What follows belongs to an exercise in optimizing a design on an open flow for small area, a short achievable clock period and few clock cycles per item; a production flow would make more cautious choices.
In this exercise RTL edits were held to simulation tests only and were not proved equivalent to the original.
No activity file was given, so power comes from the tool's default toggle rates.

indigo:
Design mmult, start of the top module:
module mmult(
  input  clk,                  
  input  reset_n,              
  input  enable,               
  input  [0:9*8-1] A_mat,      
  input  [0:9*8-1] B_mat,      
  output reg valid,            
  output reg [0:9*17-1] C_mat  
);
For scale: about 300 I/O pins.
clock: 9.0 ns
lec_check: 0
cap_margin: 20
core_margin: 2
core_utilization: 55
gpl_routability_driven: 0
setup_slack_margin: 4.2
slew_margin: 70
synth_hierarchical: 1
standard.sh (not shown) runs the stock make flow with config.mk's settings and CLKGATE_MAP_FILE= SYNTH_SCRIPT=/design/flow/synth_recipe.tcl, a recipe that flattens the netlist after the stock synthesis.
==> flow/flow/run.sh <==
#!/bin/bash
# Layout flow: the standard ORFS flow (standard.sh, unchanged synthesis),
# except that the port buffers are plain buffers (buf_4) instead of the
# delay-cell buffers buffer_ports picks by default. Every input and output
# port still gets its own buffer. Each step's full output goes to a log here.
set -euo pipefail
export BUFFER_PORTS_ARGS="-buffer_cell sky130_fd_sc_hd__buf_4"
bash standard.sh finish > standard_finish.log 2>&1
indigo finished all stages; the layout is clean.
Testbench counts of indigo, summed over its fixed seeds: cycles 1,600, products 1,600.
diff inputs: indigo => cedar
# indigo
export LEC_CHECK = 0
export CAP_MARGIN = 20
export CORE_MARGIN = 2
export CORE_UTILIZATION = 55
export GPL_ROUTABILITY_DRIVEN = 0
export SETUP_SLACK_MARGIN = 4.2
export SLEW_MARGIN = 70
export SYNTH_HIERARCHICAL = 1
create_clock -name core_clock -period 9.0 [get_ports {clk}]
# cedar
export LEC_CHECK = 0
export CAP_MARGIN = 20
export CORE_MARGIN = 2
export CORE_UTILIZATION = 55
export CTS_BUF_LIST = sky130_fd_sc_hd__clkbuf_4 sky130_fd_sc_hd__clkbuf_8
export SETUP_SLACK_MARGIN = 4.2
export SLEW_MARGIN = 70
export SYNTH_HIERARCHICAL = 1
create_clock -name core_clock -period 9.0 [get_ports {clk}]
--- outcome ---
Delta (cedar minus indigo): layout buffer count excluding clock buffers up 9.1%; cell leakage power went up 0.23 nW.
cedar reports its timing endpoint of the critical path as C_mat[70] while indigo reports q0_8_1.
Between indigo and cedar, met3 global-route usage increased.
Per the comparison of cedar with indigo, routed metal-1 wire length lower, switching component of the power higher, clock group share of total power lower, logic depth of the worst setup path including buffers higher, detailed-route wire length per cell lower.
Going from indigo to cedar, final area has increased; layout clock buffer count +67%; maximum frequency shrank by about 2.6%.
Input-level comparison between raven and cedar:
# cedar
export LEC_CHECK = 0
export CAP_MARGIN = 20
export CORE_MARGIN = 2
export CORE_UTILIZATION = 55
export CTS_BUF_LIST = sky130_fd_sc_hd__clkbuf_4 sky130_fd_sc_hd__clkbuf_8
export SETUP_SLACK_MARGIN = 4.2
export SLEW_MARGIN = 70
export SYNTH_HIERARCHICAL = 1
create_clock -name core_clock -period 9.0 [get_ports {clk}]
# raven
export LEC_CHECK = 0
export CAP_MARGIN = 20
export CORE_MARGIN = 2
export CORE_UTILIZATION = 55
export SETUP_SLACK_MARGIN = 4.35
export SLEW_MARGIN = 20
export SYNTH_HIERARCHICAL = 1
create_clock -name core_clock -period 9.0 [get_ports {clk}]
==> summary.txt <==
- The number of non-clock buffers of raven falls short of that of cedar by 4.0%.
- [compare] base=cedar new=raven: first-pass GRT wire length has decreased; met2 wire length has decreased.
- Total power: raven below cedar
- Leakage power summed over all cells went down slightly going from cedar to raven.
- Between raven and cedar, the difference in sum of routed wire length over all layers is negligible.
- Total area of sequential cells delta (raven -> cedar): insignificant
- Worst setup slack: raven and cedar compared, higher one is raven
- On global routing usage on met2, cedar tracks raven almost exactly.

* * *

mmult again, from the RTL that the note above started with.
Settings: LEC_CHECK=0, CAP_MARGIN=20, CORE_MARGIN=2, CORE_UTILIZATION=55, SETUP_SLACK_MARGIN=4.2, SLEW_MARGIN=70, SYNTH_HIERARCHICAL=1; clock period 9.0 ns.
Scripts as last shown in full above: flow/flow/run.sh
Testbench counts at the start, summed over its fixed seeds: cycles 1,600, products 1,600.
Edit:
--- a/flow/config.mk
+++ b/flow/config.mk
@@ -11,3 +11,3 @@
 export SETUP_SLACK_MARGIN = 4.2
-export SLEW_MARGIN = 70
+export SLEW_MARGIN = 20
 export SYNTH_HIERARCHICAL = 1
Outcome: The changed run completed with no timing, DRC or antenna violations; cell count barely changes; global-route usage is about the same; worst setup slack loses 0.017 ns.

[port drivers added, routing unchanged]
No port has a modelled driver above. Below, the same layouts with a new extraction and two added sets of constraints. Step 1, drivers: a clkbuf_16 drives clk and a buf_2 each remaining input, both assumed. Step 2 times the ports against the registers' clock, not the clock port: input delays grow and output delays shrink by t, the midpoint of the rising clock arrivals with the driver on. Slacks: ideal ports / drivers / drivers and shift; pairs: ideal ports / drivers.
run	t (ns)	setup slack, ns	pins driven straight from the clock port
indigo	0.677	4.248 / 4.177 / 3.585	1
cedar	0.822	4.118 / 4.052 / 3.551	1
raven	0.666	4.238 / 4.168 / 3.713	1
the first run of note 2	0.677	4.248 / 4.177 / 3.585	1
the second run of note 2	0.684	4.231 / 4.159 / 3.574	1
After both steps every run listed still meets setup and hold.
